Source: an optimization exercise on an open RTL-to-GDS flow (aim: a short achievable clock period and few clock cycles). Production flows keep margins and buffers that such runs may drop.
Only simulation tests tie the RTL to the original design; equivalence was not proved.
No activity file was given, so power comes from the tool's default toggle rates.

==> config.mk <==
export PLATFORM = sky130hd
export DESIGN_NAME = riscv151_core
export DESIGN_NICKNAME = riscv151_core
export VERILOG_FILES = /design/flow/design.v
export SDC_FILE = /design/flow/constraint.sdc
export NUM_CORES = 4
export LEC_CHECK = 0
export ABC_CLOCK_PERIOD_IN_PS = 4000
export CAP_MARGIN = 30
export CORE_MARGIN = 2
export CORE_UTILIZATION = 32
export PLACE_DENSITY = 0.55
export SLEW_MARGIN = 30
==> constraint.sdc <==
create_clock -name core_clock -period 10.5 [get_ports {clk}]
set_input_delay 2.1000 -clock core_clock [delete_from_list [all_inputs] [get_ports {clk}]]
set_output_delay 2.1000 -clock core_clock [all_outputs]
set_load 0.01 [all_outputs]
==> design.v <==
module riscv151_core
(
    input         clk,
    input         rst,
    output [13:0] fetch_addr,
    output        fetch_en,
    input  [31:0] imem_rdata,
    input  [31:0] bios_irdata,
    output [13:0] data_addr,
    output [31:0] data_wdata,
    output [3:0]  dmem_we,
    output [3:0]  imem_we,
    output [3:0]  io_we,
    input  [31:0] dmem_rdata,
    input  [31:0] bios_drdata
);
    localparam [29:0] RESET_PC = 30'h1000_0000;  
    localparam BI = 5;               
    localparam BN = 1 << BI;         
    localparam TW = 15 - BI;         
    reg  [29:0] pc_f;
    reg         v_i;
    reg  [29:0] pc_i;
    reg         selb_i, seli_i;
    reg         pred_i, hit_i;
    reg  [1:0]  ctr_i;
    reg  [29:0] ptgt_i;
    reg         v_d;
    reg  [31:0] ir_d;
    reg  [29:0] pc_d;
    reg         pred_d, hit_d;
    reg  [1:0]  ctr_d;
    reg  [29:0] ptgt_d;
    reg  [31:0] a_e, b_e, s_e;
    reg         fwa_e, fwb_e, fws_e;
    reg  [31:0] link_e;
    reg  [29:0] pc_e;
    reg  [29:0] tgt_e;
    reg  [29:0] ptgt_e;
    reg         c_eq_e, c_ne_e, c_lt_e, c_ge_e, c_ltu_e, c_geu_e;
    reg         hit_e;
    reg  [1:0]  ctr_e;
    reg         bios_e;
    reg  [2:0]  f3_e;
    reg  [4:0]  rd_e;
    reg         op_add_e, op_sub_e, op_sll_e, op_slt_e, op_sltu_e, op_xor_e,
                op_srl_e, op_sra_e, op_or_e, op_and_e, op_link_e;
    reg  [31:0] res_m;
    reg  [31:0] wd_m;
    reg  [3:0]  sm_m;                
    reg         rgd_m, rgi_m, rgo_m;  
    reg         ld_m, early_m, wen_m;
    reg  [4:0]  rd_m;
    reg  [13:0] pa;
    reg  [2:0]  p_f3, acc_f3;
    reg  [1:0]  p_off, acc_off;
    reg  [3:0]  p_rg, acc_rg;
    reg  [31:0] res_w;
    reg         ldl_w, wen_w;    
    reg  [4:0]  rd_w;
    reg  [31:0] wb_w2;
    reg         wen_w2;
    reg  [4:0]  rd_w2;
    reg  [31:0] wb_w3;
    reg         wen_w3;
    reg  [4:0]  rd_w3;
    reg  [31:0] rfb;
    reg  [31:0] rf [1:31];
    reg         btb_v   [0:BN-1];
    reg  [TW-1:0] btb_tag [0:BN-1];
    reg  [17:0] btb_tgt [0:BN-1];
    reg  [1:0]  btb_ctr [0:BN-1];
    reg         btb_j   [0:BN-1];
    reg         btb_r   [0:BN-1];      
    reg  [17:0] ras0, ras1, ras2, ras3;    
    reg         kill_e;
    reg         rA_eq, rJ_eq, call_eq, ret_eq, rT_eq, rN_eq, br_eq, jal_eq, jalr_eq, ld_eq, st_eq, wen_eq, pred_eq, early_eq;
    wire        rA_e = rA_eq & !kill_e;
    wire        rJ_e = rJ_eq & !kill_e;
    wire        call_e = call_eq & !kill_e;
    wire        ret_e = ret_eq & !kill_e;
    wire        rT_e = rT_eq & !kill_e;
    wire        rN_e = rN_eq & !kill_e;
    wire        br_e = br_eq & !kill_e;
    wire        jal_e = jal_eq & !kill_e;
    wire        jalr_e = jalr_eq & !kill_e;
    wire        ld_e = ld_eq & !kill_e;
    wire        st_e = st_eq & !kill_e;
    wire        wen_e = wen_eq & !kill_e;
    wire        pred_e = pred_eq & !kill_e;
    wire        early_e = early_eq & !kill_e;
    wire [31:0] a = fwa_e ? res_m : a_e;
    wire [31:0] b = fwb_e ? res_m : b_e;
    wire [31:0] s = fws_e ? res_m : s_e;
    wire [31:0] sum_ab  = a_e + b_e;
    wire [31:0] sum_mb  = res_m + b_e;
    wire [31:0] sum_am  = a_e + res_m;
    wire [31:0] sum_mm  = {res_m[30:0], 1'b0};
    wire [31:0] diff_ab = a_e - b_e;
    wire [31:0] diff_mb = res_m - b_e;
    wire [31:0] diff_am = a_e - res_m;
    wire        eq_ab   = (a_e == b_e);
    wire        eq_mb   = (res_m == b_e);
    wire        eq_am   = (a_e == res_m);
    wire        ltu_ab  = (a_e < b_e);
    wire        ltu_mb  = (res_m < b_e);
    wire        ltu_am  = (a_e < res_m);
    wire        lt_ab   = ($signed(a_e) < $signed(b_e));
    wire        lt_mb   = ($signed(res_m) < $signed(b_e));
    wire        lt_am   = ($signed(a_e) < $signed(res_m));
    wire        f_ab = !fwa_e & !fwb_e;
    wire        f_mb =  fwa_e & !fwb_e;
    wire        f_am = !fwa_e &  fwb_e;
    wire        f_mm =  fwa_e &  fwb_e;
    wire [31:0] sum  = ({32{f_ab}} & sum_ab) | ({32{f_mb}} & sum_mb)
                     | ({32{f_am}} & sum_am) | ({32{f_mm}} & sum_mm);
    wire [31:0] diff = ({32{f_ab}} & diff_ab) | ({32{f_mb}} & diff_mb) | ({32{f_am}} & diff_am);
    wire        eq   = (f_ab & eq_ab) | (f_mb & eq_mb) | (f_am & eq_am) | f_mm;
    wire        ltu  = (f_ab & ltu_ab) | (f_mb & ltu_mb) | (f_am & ltu_am);
    wire        lt   = (f_ab & lt_ab) | (f_mb & lt_mb) | (f_am & lt_am);
    wire [31:0] shl  = a << b[4:0];
    wire [31:0] shr  = a >> b[4:0];
    wire [31:0] sra  = $signed(a) >>> b[4:0];
    wire [31:0] alu =
          ({32{op_add_e}}  & sum)
        | ({32{op_sub_e}}  & diff)
        | ({32{op_sll_e}}  & shl)
        | ({32{op_slt_e}}  & {31'd0, lt})
        | ({32{op_sltu_e}} & {31'd0, ltu})
        | ({32{op_xor_e}}  & (a ^ b))
        | ({32{op_srl_e}}  & shr)
        | ({32{op_sra_e}}  & sra)
        | ({32{op_or_e}}   & (a | b))
        | ({32{op_and_e}}  & (a & b))
        | ({32{op_link_e}} & link_e);
    wire cond = (c_eq_e & eq) | (c_ne_e & !eq) | (c_lt_e & lt) | (c_ge_e & !lt)
              | (c_ltu_e & ltu) | (c_geu_e & !ltu);
    wire taken_e = jal_e | (br_e & cond);
    wire [31:0] jk   = {ptgt_e, 2'b00};
    wire        jc2a = (a_e[1] & b_e[1]) | ((a_e[1] ^ b_e[1]) & a_e[0] & b_e[0]);
    wire        jc2m = (res_m[1] & b_e[1]) | ((res_m[1] ^ b_e[1]) & res_m[0] & b_e[0]);
    wire [31:0] jga  = (a_e & b_e) | ((a_e ^ b_e) & ~jk);
    wire [31:0] jgm  = (res_m & b_e) | ((res_m ^ b_e) & ~jk);
    wire        jok_a = ((a_e ^ b_e ^ jk) >> 2) == {jga[30:2], jc2a};
    wire        jok_m = ((res_m ^ b_e ^ jk) >> 2) == {jgm[30:2], jc2m};
    wire        jok   = (fwa_e & jok_m) | (!fwa_e & jok_a);
    function lsel;
        input c_eq, c_ne, c_lt, c_ge, c_ltu, c_geu, br, rj, pr;
        input eq_x, lt_x, ltu_x, jok_x;
        lsel = br ? ((c_eq & eq_x) | (c_ne & !eq_x) | (c_lt & lt_x) | (c_ge & !lt_x)
                   | (c_ltu & ltu_x) | (c_geu & !ltu_x))
                  : (pr & jok_x);
    endfunction
    wire l_ab = lsel(c_eq_e, c_ne_e, c_lt_e, c_ge_e, c_ltu_e, c_geu_e, br_e, rJ_e, pred_e, eq_ab, lt_ab, ltu_ab, jok_a);
    wire l_mb = lsel(c_eq_e, c_ne_e, c_lt_e, c_ge_e, c_ltu_e, c_geu_e, br_e, rJ_e, pred_e, eq_mb, lt_mb, ltu_mb, jok_m);
    wire l_am = lsel(c_eq_e, c_ne_e, c_lt_e, c_ge_e, c_ltu_e, c_geu_e, br_e, rJ_e, pred_e, eq_am, lt_am, ltu_am, jok_a);
    wire l_mm = lsel(c_eq_e, c_ne_e, c_lt_e, c_ge_e, c_ltu_e, c_geu_e, br_e, rJ_e, pred_e, 1'b1, 1'b0, 1'b0, jok_m);
    wire late = (f_ab & l_ab) | (f_mb & l_mb) | (f_am & l_am) | (f_mm & l_mm);
    wire red1 = rA_e | rT_e;
    wire red0 = rA_e | rN_e | rJ_e;
    wire redirect = late ? red1 : red0;
    wire [3:0] region = sum[31:28];
    reg  [3:0] mask;
    reg  [31:0] wdata;
    always @(*) begin
        case (f3_e)
            3'd0: begin
                mask  = 4'b0001 << sum[1:0];
                wdata = {4{s[7:0]}};
            end
            3'd1: begin
                mask  = (sum[1:0] == 2'd0) ? 4'b0011 :
                        (sum[1:0] == 2'd1) ? 4'b0110 :
                        (sum[1:0] == 2'd2) ? 4'b1100 : 4'b0000;
                wdata = sum[0] ? {8'd0, s[15:0], 8'd0} : {2{s[15:0]}};
            end
            3'd2: begin
                mask  = 4'b1111;
                wdata = s;
            end
            default: begin
                mask  = 4'b0000;
                wdata = s;
            end
        endcase
    end
    wire [3:0] smask = st_e ? mask : 4'b0000;
    wire [3:0] rg_ab = sum_ab[31:28], rg_mb = sum_mb[31:28], rg_am = sum_am[31:28], rg_mm = sum_mm[31:28];
    wire rd_ab = (rg_ab == 4'h1) | (rg_ab == 4'h3), ri_ab = (rg_ab == 4'h2) | (rg_ab == 4'h3), ro_ab = (rg_ab == 4'h8);
    wire rd_mb = (rg_mb == 4'h1) | (rg_mb == 4'h3), ri_mb = (rg_mb == 4'h2) | (rg_mb == 4'h3), ro_mb = (rg_mb == 4'h8);
    wire rd_am = (rg_am == 4'h1) | (rg_am == 4'h3), ri_am = (rg_am == 4'h2) | (rg_am == 4'h3), ro_am = (rg_am == 4'h8);
    wire rd_mm = (rg_mm == 4'h1) | (rg_mm == 4'h3), ri_mm = (rg_mm == 4'h2) | (rg_mm == 4'h3), ro_mm = (rg_mm == 4'h8);
    wire       r_d  = (f_ab & rd_ab) | (f_mb & rd_mb) | (f_am & rd_am) | (f_mm & rd_mm);
    wire       r_i  = ((f_ab & ri_ab) | (f_mb & ri_mb) | (f_am & ri_am) | (f_mm & ri_mm)) & bios_e;
    wire       r_io = (f_ab & ro_ab) | (f_mb & ro_mb) | (f_am & ro_am) | (f_mm & ro_mm);
    wire [31:0] din = (acc_rg == 4'h4) ? bios_drdata :
                      (acc_rg == 4'h8) ? 32'd0 : dmem_rdata;
    reg  [31:0] ld_val;
    always @(*) begin
        case (acc_f3)
            3'd0: case (acc_off)
                2'd0: ld_val = {{24{din[7]}},  din[7:0]};
                2'd1: ld_val = {{24{din[15]}}, din[15:8]};
                2'd2: ld_val = {{24{din[23]}}, din[23:16]};
                default: ld_val = {{24{din[31]}}, din[31:24]};
            endcase
            3'd1: case (acc_off)
                2'd0: ld_val = {{16{din[15]}}, din[15:0]};
                2'd1: ld_val = {{16{din[23]}}, din[23:8]};
                2'd2: ld_val = {{16{din[31]}}, din[31:16]};
                default: ld_val = 32'd0;
            endcase
            3'd2: ld_val = din;
            3'd4: case (acc_off)
                2'd0: ld_val = {24'd0, din[7:0]};
                2'd1: ld_val = {24'd0, din[15:8]};
                2'd2: ld_val = {24'd0, din[23:16]};
                default: ld_val = {24'd0, din[31:24]};
            endcase
            3'd5: case (acc_off)
                2'd0: ld_val = {16'd0, din[15:0]};
                2'd1: ld_val = {16'd0, din[23:8]};
                2'd2: ld_val = {16'd0, din[31:16]};
                default: ld_val = 32'd0;
            endcase
            default: ld_val = 32'd0;
        endcase
    end
    wire [31:0] wb_w = ldl_w ? ld_val : res_w;
    wire [6:0] opc = ir_d[6:0];
    wire [4:0] rd  = ir_d[11:7];
    wire [2:0] f3  = ir_d[14:12];
    wire [4:0] rs1 = ir_d[19:15];
    wire [4:0] rs2 = ir_d[24:20];
    wire       i30 = ir_d[30];
    wire is_lui   = (opc == 7'b0110111);
    wire is_auipc = (opc == 7'b0010111);
    wire is_jal   = (opc == 7'b1101111);
    wire is_jalr  = (opc == 7'b1100111);
    wire is_br    = (opc == 7'b1100011);
    wire is_ld    = (opc == 7'b0000011);
    wire is_st    = (opc == 7'b0100011);
    wire is_opi   = (opc == 7'b0010011);
    wire is_op    = (opc == 7'b0110011);
    wire use1 = is_jalr | is_br | is_ld | is_st | is_opi | is_op;
    wire use2 = is_br | is_st | is_op;
    wire wr   = (is_lui | is_auipc | is_jal | is_jalr | is_ld | is_opi | is_op) & (rd != 5'd0);
    wire [31:0] imm_i = {{20{ir_d[31]}}, ir_d[31:20]};
    wire [31:0] imm_s = {{20{ir_d[31]}}, ir_d[31:25], ir_d[11:7]};
    wire [31:0] imm_u = {ir_d[31:12], 12'd0};
    wire [31:0] imm_b = {{19{ir_d[31]}}, ir_d[31], ir_d[7], ir_d[30:25], ir_d[11:8], 1'b0};
    wire [31:0] imm_j = {{11{ir_d[31]}}, ir_d[31], ir_d[19:12], ir_d[20], ir_d[30:21], 1'b0};
    wire        shift_i = (f3 == 3'd1) | (f3 == 3'd5);
    wire [31:0] imm = (is_lui | is_auipc) ? imm_u :
                      is_st ? imm_s :
                      (is_opi & shift_i) ? {27'd0, ir_d[24:20]} : imm_i;
    wire [31:0] pc_d32   = {pc_d, 2'b00};
    wire [31:0] link_d   = pc_d32 + 32'd4;
    wire [31:0] tgt_d32  = pc_d32 + (is_jal ? imm_j : imm_b);
    wire [29:0] ta = pc_d;
    wire [29:0] tb = is_jal ? imm_j[31:2] : imm_b[31:2];
    wire [29:0] tk = ptgt_d;
    wire [29:0] tx = ta ^ tb ^ tk;
    wire [29:0] tc = {((ta[28:0] & tb[28:0]) | ((ta[28:0] ^ tb[28:0]) & ~tk[28:0])), 1'b0};
    wire        tok_d    = (tx == tc);
    wire arith = is_op | is_opi;
    wire d_add  = (arith & (f3 == 3'd0) & !(is_op & i30)) | is_lui | is_auipc | is_ld | is_st;
    wire d_sub  = arith & (f3 == 3'd0) & is_op & i30;
    wire d_sll  = arith & (f3 == 3'd1);
    wire d_slt  = arith & (f3 == 3'd2);
    wire d_sltu = arith & (f3 == 3'd3);
    wire d_xor  = arith & (f3 == 3'd4);
    wire d_srl  = arith & (f3 == 3'd5) & !i30;
    wire d_sra  = arith & (f3 == 3'd5) & i30;
    wire d_or   = arith & (f3 == 3'd6);
    wire d_and  = arith & (f3 == 3'd7);
    wire d_link = is_jal | is_jalr;
    wire e1 = wen_e  & (rd_e  == rs1);
    wire e2 = wen_e  & (rd_e  == rs2);
    wire m1 = wen_m  & (rd_m  == rs1);
    wire m2 = wen_m  & (rd_m  == rs2);
    wire w1 = wen_w  & (rd_w  == rs1);
    wire w2 = wen_w  & (rd_w  == rs2);
    wire x1 = wen_w2 & (rd_w2 == rs1);
    wire x2 = wen_w2 & (rd_w2 == rs2);
    reg  stall;
    wire [31:0] nb = ibus;
    wire [6:0]  nopc = nb[6:0];
    wire [4:0]  nrs1 = nb[19:15];
    wire [4:0]  nrs2 = nb[24:20];
    wire nuse1 = (nopc == 7'b1100111) | (nopc == 7'b1100011) | (nopc == 7'b0000011)
               | (nopc == 7'b0100011) | (nopc == 7'b0010011) | (nopc == 7'b0110011);
    wire nuse2 = (nopc == 7'b1100011) | (nopc == 7'b0100011) | (nopc == 7'b0110011);
    wire ldd   = v_d & is_ld & wr;    
    wire lde   = wen_e & ld_e & !early_e;  
    wire sB = v_i & (
          (nuse1 & ((ldd & (rd == nrs1)) | (lde & (rd_e == nrs1))))
        | (nuse2 & ((ldd & (rd == nrs2)) | (lde & (rd_e == nrs2)))));
    wire sA = v_d & ((use1 & e1 & ld_e & !early_e) | (use2 & e2 & ld_e & !early_e));
    wire stall_n = !redirect & (stall ? sA : sB);
    wire [31:0] ibus = ({32{selb_i}} & bios_irdata) | ({32{seli_i}} & imem_rdata);
    wire [31:0] rf1 = (rs1 == 5'd0) ? 32'd0 : rf[rs1];
    wire [31:0] rf2 = (rs2 == 5'd0) ? 32'd0 : rf[rs2];
    wire [31:0] old1 = m1 ? res_m : (w1 ? res_w : (x1 ? wb_w2 : rf1));
    wire [31:0] old2 = m2 ? res_m : (w2 ? res_w : (x2 ? wb_w2 : rf2));
    wire        late1 = (m1 & ld_m) | (!m1 & w1 & ldl_w);
    wire        late2 = (m2 & ld_m) | (!m2 & w2 & ldl_w);
    wire [31:0] val1 = late1 ? ld_val : old1;
    wire [31:0] val2 = late2 ? ld_val : old2;
    wire        y1    = wen_w3 & (rd_w3 == rs1);
    wire [31:0] ag_rf = rfb   + imm_i;
    wire [31:0] ag_m  = res_m + imm_i;
    wire [31:0] ag_w  = res_w + imm_i;
    wire [31:0] ag_x  = wb_w2 + imm_i;
    wire [31:0] ag_y  = wb_w3 + imm_i;
    wire        g_m   = m1;
    wire        g_w   = !m1 & w1;
    wire        g_x   = !m1 & !w1 & x1;
    wire        g_y   = !m1 & !w1 & !x1 & y1;
    wire        g_rf  = !m1 & !w1 & !x1 & !y1;
    wire [31:0] agu   = ({32{g_m}} & ag_m) | ({32{g_w}} & ag_w) | ({32{g_x}} & ag_x)
                      | ({32{g_y}} & ag_y) | ({32{g_rf}} & ag_rf);
    wire [4:0]  rba   = stall ? rs1 : nrs1;
    wire [31:0] rfbr  = (rba == 5'd0) ? 32'd0 : rf[rba];
    wire        port_busy = st_e | (ld_e & !early_e);
    wire        early_ok  = is_ld & !e1 & !(m1 & ld_m) & !(!m1 & w1 & ldl_w) & !port_busy;
    wire [31:0] a_d = is_auipc ? pc_d32 : ((is_lui | is_jal) ? 32'd0 : val1);
    wire [31:0] b_d = (is_op | is_br) ? val2 : imm;
    wire [BI-1:0] bi    = pc_f[BI-1:0];
    wire        bhit    = btb_v[bi] & (btb_tag[bi] == {pc_f[28], pc_f[13:BI]});
    wire        bpred   = bhit & (btb_j[bi] | btb_r[bi] | btb_ctr[bi][1]);
    wire [17:0] bt18    = btb_r[bi] ? ras0 : btb_tgt[bi];
    wire [29:0] btgt    = {bt18[17:14], 12'd0, bt18[13:0]};
    wire [29:0] pc_next = bpred ? btgt : (pc_f + 30'd1);
    wire go = !stall & !redirect;
    wire dgo = !stall & v_d;
    wire [29:0] pc_norm = rst ? RESET_PC : (stall ? pc_f : pc_next);
    wire [29:0] pc_a    = jal_e ? tgt_e : link_e[31:2];
    wire [29:0] pc1 = rA_e ? pc_a : (rT_e ? tgt_e : pc_norm);
    wire [29:0] pc0 = rA_e ? pc_a : (rN_e ? link_e[31:2] : (rJ_e ? sum[31:2] : pc_norm));
    always @(posedge clk) begin
        if (rst) kill_e <= 1'b0;
        else     kill_e <= redirect;
        if (rst) stall <= 1'b0;
        else     stall <= stall_n;
        if (rst) begin
            v_i  <= 1'b0;
            v_d  <= 1'b0;
        end else if (redirect) begin
            v_i  <= 1'b0;
            v_d  <= 1'b0;
        end else if (!stall) begin
            v_i  <= 1'b1;
            v_d  <= v_i;
        end
        pc_f <= late ? pc1 : pc0;
    end
    always @(posedge clk) begin
        if (!stall) begin
            pc_i   <= pc_f;
            selb_i <= (pc_f[29:26] == 4'h4);
            seli_i <= (pc_f[29:26] == 4'h1);
            pred_i <= bpred;
            hit_i  <= bhit;
            ctr_i  <= btb_ctr[bi];
            ptgt_i <= btgt;
            ir_d   <= ibus;
            pc_d   <= pc_i;
            pred_d <= pred_i;
            hit_d  <= hit_i;
            ctr_d  <= ctr_i;
            ptgt_d <= ptgt_i;
        end
    end
    always @(posedge clk) begin
        if (rst) begin
            br_eq <= 1'b0; jal_eq <= 1'b0; jalr_eq <= 1'b0; ld_eq <= 1'b0;
            st_eq <= 1'b0; wen_eq <= 1'b0; pred_eq <= 1'b0; early_eq <= 1'b0;
            rA_eq <= 1'b0; rT_eq <= 1'b0; rN_eq <= 1'b0; rJ_eq <= 1'b0;
            call_eq <= 1'b0; ret_eq <= 1'b0;
        end else begin
            rA_eq   <= dgo & ((is_jal & !(pred_d & tok_d)) | (!is_jal & !is_br & !is_jalr & pred_d));
            rJ_eq   <= dgo & is_jalr;
            call_eq <= dgo & (is_jal | is_jalr) & ((rd == 5'd1) | (rd == 5'd5));
            ret_eq  <= dgo & is_jalr & (rd == 5'd0) & ((rs1 == 5'd1) | (rs1 == 5'd5));
            rT_eq   <= dgo & is_br & !(pred_d & tok_d);
            rN_eq   <= dgo & is_br & pred_d;
            br_eq   <= dgo & is_br;
            jal_eq  <= dgo & is_jal;
            jalr_eq <= dgo & is_jalr;
            ld_eq   <= dgo & is_ld;
            early_eq <= dgo & early_ok;
            st_eq   <= dgo & is_st;
            wen_eq  <= dgo & wr;
            pred_eq <= dgo & pred_d;
        end
        a_e    <= a_d;
        b_e    <= b_d;
        s_e    <= val2;
        fwa_e  <= e1 & !(is_auipc | is_lui | is_jal);
        fwb_e  <= e2 & (is_op | is_br);
        fws_e  <= e2;
        link_e <= link_d;
        pc_e   <= pc_d;
        tgt_e  <= tgt_d32[31:2];
        ptgt_e <= ptgt_d;
        c_eq_e  <= (f3 == 3'd0);
        c_ne_e  <= (f3 == 3'd1);
        c_lt_e  <= (f3 == 3'd4);
        c_ge_e  <= (f3 == 3'd5);
        c_ltu_e <= (f3 == 3'd6);
        c_geu_e <= (f3 == 3'd7);
        hit_e  <= hit_d;
        ctr_e  <= ctr_d;
        bios_e <= link_d[30];
        f3_e   <= f3;
        rd_e   <= rd;
        op_add_e  <= d_add;
        op_sub_e  <= d_sub;
        op_sll_e  <= d_sll;
        op_slt_e  <= d_slt;
        op_sltu_e <= d_sltu;
        op_xor_e  <= d_xor;
        op_srl_e  <= d_srl;
        op_sra_e  <= d_sra;
        op_or_e   <= d_or;
        op_and_e  <= d_and;
        op_link_e <= d_link;
    end
    always @(posedge clk) begin
        if (rst) begin
            sm_m   <= 4'd0;
            ld_m   <= 1'b0;
            early_m <= 1'b0;
            wen_m  <= 1'b0;
        end else begin
            early_m <= early_e;
            sm_m   <= smask;
            ld_m   <= ld_e;
            wen_m  <= wen_e;
        end
        res_m <= alu;
        wd_m  <= wdata;
        rgd_m <= r_d;
        rgi_m <= r_i;
        rgo_m <= r_io;
        rd_m  <= rd_e;
        if (port_busy) begin
            pa    <= sum[15:2];
            p_f3  <= f3_e;
            p_off <= sum[1:0];
            p_rg  <= sum[31:28];
        end else begin
            pa    <= agu[15:2];
            p_f3  <= f3;
            p_off <= agu[1:0];
            p_rg  <= agu[31:28];
        end
        acc_f3  <= p_f3;
        acc_off <= p_off;
        acc_rg  <= p_rg;
    end
    always @(posedge clk) begin
        if (rst) begin
            wen_w <= 1'b0;
            ldl_w <= 1'b0;
        end else begin
            wen_w <= wen_m;
            ldl_w <= ld_m & !early_m;
        end
        res_w  <= (ld_m & early_m) ? ld_val : res_m;
        rd_w   <= rd_m;
    end
    always @(posedge clk) begin
        if (rst) begin
            wen_w2 <= 1'b0;
            wen_w3 <= 1'b0;
        end else begin
            wen_w2 <= wen_w;
            wen_w3 <= wen_w2;
        end
        wb_w3 <= wb_w2;
        rd_w3 <= rd_w2;
        rfb   <= rfbr;
        wb_w2 <= wb_w;
        rd_w2 <= rd_w;
        if (wen_w2) rf[rd_w2] <= wb_w2;
    end
    reg        bu_we, bu_clr;
    reg [BI-1:0] bu_idx;
    reg [TW-1:0] bu_tag;
    reg [17:0] bu_tgt;
    reg        bu_tk, bu_hit;
    reg [1:0]  bu_oc;
    wire [1:0] bu_ctr = bu_tk ? (bu_hit ? ((bu_oc == 2'd3) ? 2'd3 : bu_oc + 2'd1) : 2'd2)
                              : ((bu_oc == 2'd0) ? 2'd0 : bu_oc - 2'd1);
    reg        bu_j, bu_r;
    always @(posedge clk) begin
        if (rst) begin
            bu_we  <= 1'b0;
            bu_clr <= 1'b0;
        end else begin
            bu_we  <= ((br_e | jal_e) & (taken_e | hit_e)) | ret_e;
            bu_clr <= pred_e & !(br_e | jal_e | ret_e);
        end
        bu_idx <= pc_e[BI-1:0];
        bu_tag <= {pc_e[28], pc_e[13:BI]};
        bu_tgt <= {tgt_e[29:26], tgt_e[13:0]};
        bu_tk  <= taken_e;
        bu_hit <= hit_e;
        bu_oc  <= ctr_e;
        bu_j   <= jal_e;
        bu_r   <= ret_e;
    end
    always @(posedge clk) begin
        if (rst) begin
            ras0 <= 18'd0; ras1 <= 18'd0; ras2 <= 18'd0; ras3 <= 18'd0;
        end else if (call_e) begin
            ras0 <= {link_e[31:28], link_e[15:2]}; ras1 <= ras0; ras2 <= ras1; ras3 <= ras2;
        end else if (ret_e) begin
            ras0 <= ras1; ras1 <= ras2; ras2 <= ras3;
        end
    end
    integer k;
    always @(posedge clk) begin
        if (rst) begin
            for (k = 0; k < BN; k = k + 1) btb_v[k] <= 1'b0;
        end else if (bu_we) begin
            btb_v[bu_idx] <= 1'b1;
        end else if (bu_clr) begin
            btb_v[bu_idx] <= 1'b0;
        end
        if (bu_we) begin
            btb_tag[bu_idx] <= bu_tag;
            btb_tgt[bu_idx] <= bu_tgt;
            btb_ctr[bu_idx] <= bu_ctr;
            btb_j[bu_idx]   <= bu_j;
            btb_r[bu_idx]   <= bu_r;
        end
    end
    assign fetch_addr = pc_f[13:0];
    assign fetch_en   = !stall;
    assign data_addr  = pa;
    assign data_wdata = wd_m;
    assign dmem_we    = rgd_m ? sm_m : 4'd0;
    assign imem_we    = rgi_m ? sm_m : 4'd0;
    assign io_we      = rgo_m ? sm_m : 4'd0;
endmodule
==> flow/run.sh <==
#!/bin/bash
set -euo pipefail
bash standard.sh SETUP_SLACK_MARGIN=6.5 "BUFFER_PORTS_ARGS=-buffer_cell sky130_fd_sc_hd__buf_4" finish > standard.log 2>&1
==> standard.sh <==
#!/bin/bash
# synth_recipe.tcl (not shown) runs the flow's synth.tcl, then flattens the netlist and writes it again
# the make line also repeats each setting of config.mk as NAME=value (left out here)
make -C /OpenROAD-flow-scripts/flow DESIGN_CONFIG=/design/flow/config.mk WORK_HOME=/design/flow/orfs CLKGATE_MAP_FILE= SYNTH_SCRIPT=/design/flow/synth_recipe.tcl "${@:-finish}"
==> flow_metrics.env <==
export IMPL_run_status="timing/DRC/antenna clean"
export IMPL_critPathArrivalTime_ns=5.29
export IMPL_first_pass_iters=8
export IMPL_synth_top_area_share_pct=43.00
export IMPL_cts_made_buffers=322
export IMPL_grt_pass1_vias=109806
export IMPL_initial_core_util_pct=32.15
export IMPL_critPathMaxStageDelay_ns=0.51
export IMPL_clkLatencyLatePin_ns=1.00
export IMPL_hp_class="reg2reg"
export IMPL_rsz0062_at_grt="yes"
export IMPL_avgRoutedWirePerCell_um=32.38
export IMPL_crit_path_top_delay_cell="or4b_1"
export IMPL_die_w_um=694.7
export IMPL_synthesis_area_um2=152700
export IMPL_seq_area_frac_synth_pct=51.50
export IMPL_hpwl_mm=396.6
export IMPL_cts_root_buffer_cell="clkbuf_16"
export IMPL_fmax_mhz=224.5
export IMPL_cts_sinks=2834
export IMPL_drtIter0Drc=17031
export IMPL_hold_violations=0
export IMPL_ant_nets=0
export IMPL_ys_top_cells_by_count="2186 x edfxtp_1, 1477 x nand2_1, 907 x mux4_2, 825 x nor2_1, 684 x clkbuf_1"
export IMPL_routed_wirelength_mm=628.1
export IMPL_period_share_pct=42.43
export IMPL_synth_cell_type_count=94
export IMPL_clockBufferDepth=4
export IMPL_die_area_um2=482600
export IMPL_yosysWarnings=1
export IMPL_nNetsFinal=13528
export IMPL_synth_ff_type="edfxtp_1"
export IMPL_routed_via_count=117491
export IMPL_drive_gt1_share_pct=23.31
export IMPL_path_max_fanout=8
export IMPL_fin_tns_setup_ns=0
export IMPL_syn_num_nets=13237
export IMPL_gp_congestion=0.9814
export IMPL_area_growth_pct=18.68
export IMPL_setup_viol=0
export IMPL_synth_edf_count=2186
export IMPL_holdWs_ns=0.2698
export IMPL_relSlewSlack_pct=24.56
export IMPL_cellLeakagePower_nw=63.96
export IMPL_worst_pin_slew_ns=1.130
export IMPL_endpoint_kind="register"
export IMPL_fill_cells=45057
export IMPL_multiInputGateArea_um2=72880
export IMPL_register_area_um2=78860
export IMPL_grt_usage_pct=24.79
export IMPL_die_h_um=694.7
export IMPL_grt_pass1_wl_mm=859.8
export IMPL_ys_top_cells_by_area="edfxtp_1 43%, mux4_2 13%, dfxtp_1 8.5%"
export IMPL_cts_htree_levels=5
export IMPL_crit_chain="buf_12, buf_12, buf_8, mux4_2, a22o_1, a211oi_2, nor3_1, or4b_1, or4_4, or3_4, mux2_4, o22ai_4, nor4b_2, or4b_1"
export IMPL_syn_inst=12564
export IMPL_totalPowerFinal_mw=30.30
export IMPL_io_pins=203
export IMPL_route_detailed_drc=0
export IMPL_syn_area_per_cell_um2=12.15
export IMPL_drv_cap=0
export IMPL_crit_type="reg2reg"
export IMPL_core_area_um2=474800
export IMPL_clock_skew_ns=0.1190
export IMPL_io_buffers=202
export IMPL_synthArstFlopShare_pct=0
export IMPL_max_vdd_ir_drop_mv=0.1575
export IMPL_grt_max_degree=114
export IMPL_row_count=253
export IMPL_power_density_nw_per_um2=167.2
export IMPL_grt_ovfl_total=0
export IMPL_cp_required_ns=11.34
export IMPL_path_clk_slew_ns=0.06
export IMPL_ys_ff_latch=2834
export IMPL_critPathLaunchType="register"
export IMPL_maxSlewViolCount=0
export IMPL_min_period_ns=4.455
export IMPL_yosys_area_top_type="edfxtp_1"
export IMPL_antenna_found_initial=57
export IMPL_cts_tree="built"
export IMPL_via_per_inst=6.057
export IMPL_synthMostInstantiatedCell="edfxtp_1"
## where the power goes
| part | leakage, nW | internal [mW] | switching (mW) |
|---|---|---|---|
| Combinational | 33.1 | 2.16 | 3.61 |
| Sequential | 25.4 | 12.3 | 0.374 |
| Clock | 5.40 | 6.87 | 4.99 |
| Total | 64.0 | 21.3 | 8.97 |
## placed cells by master (no fill, tap or decap), types with 295 or more instances in the layout
| cell type | instances |
|---|---|
| nand2_1 | 1471 |
| edfxtp_1 | 2186 |
| inv_1 | 353 |
| clkbuf_16 | 340 |
| buf_4 | 641 |
| dfxtp_1 | 534 |
| mux4_2 | 907 |
| nand3_1 | 425 |
| xnor2_1 | 295 |
| ha_1 | 400 |
| mux2i_1 | 298 |
| nor2_1 | 740 |
| o21ai_0 | 424 |
| a21oi_1 | 605 |
## through the flow
stage	area (um^2)	setup slack (ns)	utilization, %	cells
4_1_cts	178400	5.900	37.56	19263
3_5_place_dp	162500	4.511	34.22	18483
6_report	181200	6.045	38.15	19397
3_3_place_gp	162300	4.521	34.17	18475
2_1_floorplan	152900	5.271	-	12564
5_1_grt	181100	5.939	38.14	19373
## worst paths after layout
kind	endpoint	depth (start not counted)	slack [ns]	startpoint
setup / recovery	pc_f[8]$_DFF_P_	14	6.04	pc_f[0]$_DFF_P_
hold reg to reg	bu_oc[1]$_DFF_P_	0	0.27	ctr_e[1]$_DFF_P_
hold / removal	bu_oc[1]$_DFF_P_	0	0.27	ctr_e[1]$_DFF_P_
setup reg to reg	pc_f[8]$_DFF_P_	14	6.04	pc_f[0]$_DFF_P_
## registers in the layout (all words and copies together), names as in the netlist, 64 cells and up, named ones only
signal   flops
btb_tag    320
btb_tgt    576
btb_ctr     64
rf         992
## area by class of cell
| cell class | count | area share, % |
|---|---|---|
| tap | 6247 | 4.314 |
| clock inverter | 177 | 1.211 |
| clock buffer | 417 | 4.892 |
| sequential | 2834 | 43.53 |
| inverter | 384 | 0.8681 |
| multi-input combinational | 8458 | 40.23 |
| timing repair buffer | 851 | 4.899 |
| timing repair inverter | 4 | 0.02624 |
| antenna | 25 | 0.03453 |
## critical path: cells and delay by family, from the launching register on
kind                   cells  cell delay (ns)
AOI/OAI and AO/OA          3             0.62
muxes                      2             0.82
DFF                        1             0.41
and+or+nand+nor            6             2.05
buffers and inverters      3             0.36
## routing by layer
layer / track usage (%) / vias to the layer above / wire, um
li1: - / 48896 / -
met1: 33.52 / 59410 / 244700
met2: 36.85 / 7622 / 270800
met3: 5.682 / 1541 / 71170
met4: 13.35 / 22 / 41300
met5: 0 / - / 139
## kinds of logic (layout without fill, tap and decap cells)
logic type	count (synthesis)	in the layout	share of synthesized area (%)
simple gates	3501	3505	10.15
flops	2834	2834	51.50
compound gates	2640	2641	11.61
mux	1307	1307	16.06
buf+inv	1277	1833	3.270
fa+ha+maj	543	543	4.760
xor+xnor	462	462	2.651
other cells	0	25	0
## timing repair
| action | CTS | global route |
|---|---|---|
| endpoints found under the hold margin | 0 | 0 |
| gates resized for setup | 607 | 323 |
| cloned | 33 | 16 |
| setup endpoints to repair | 251 | 134 |
| pin swaps | 117 | 129 |
| buffers inserted | 153 | 88 |
| hold buffers | 0 | 0 |
Testbench counts, summed over its fixed seeds: cycles 85,991.

[re-timing with driven ports]
No port has a modelled driver above. Below, the same layout with a new extraction and two added sets of constraints. Step 1 sets driving cells, clkbuf_16 on the clock port and buf_2 on the other inputs (assumed; they add their load-dependent delay and slew). Step 2 times the ports against the registers' clock, not the clock port: input delays grow and output delays shrink by t, the midpoint of the rising clock arrivals with the driver on. a / b / c = ideal ports / drivers / drivers and shift; a / b = the first two.
t, ns: 1.061
setup WS [ns]: 6.045 / 6.045 / 5.503
worst hold slack (ns): 0.270 / 0.270 / 0.270
clock arrival spread, ns: 0.134 / 0.134
worst register clock-pin slew, ns: 0.07 / 0.07
After both steps this run still meets setup and hold. For this run, drivers alone change the setup slack by 0.000 ns; drivers and shift together by -0.542 ns.
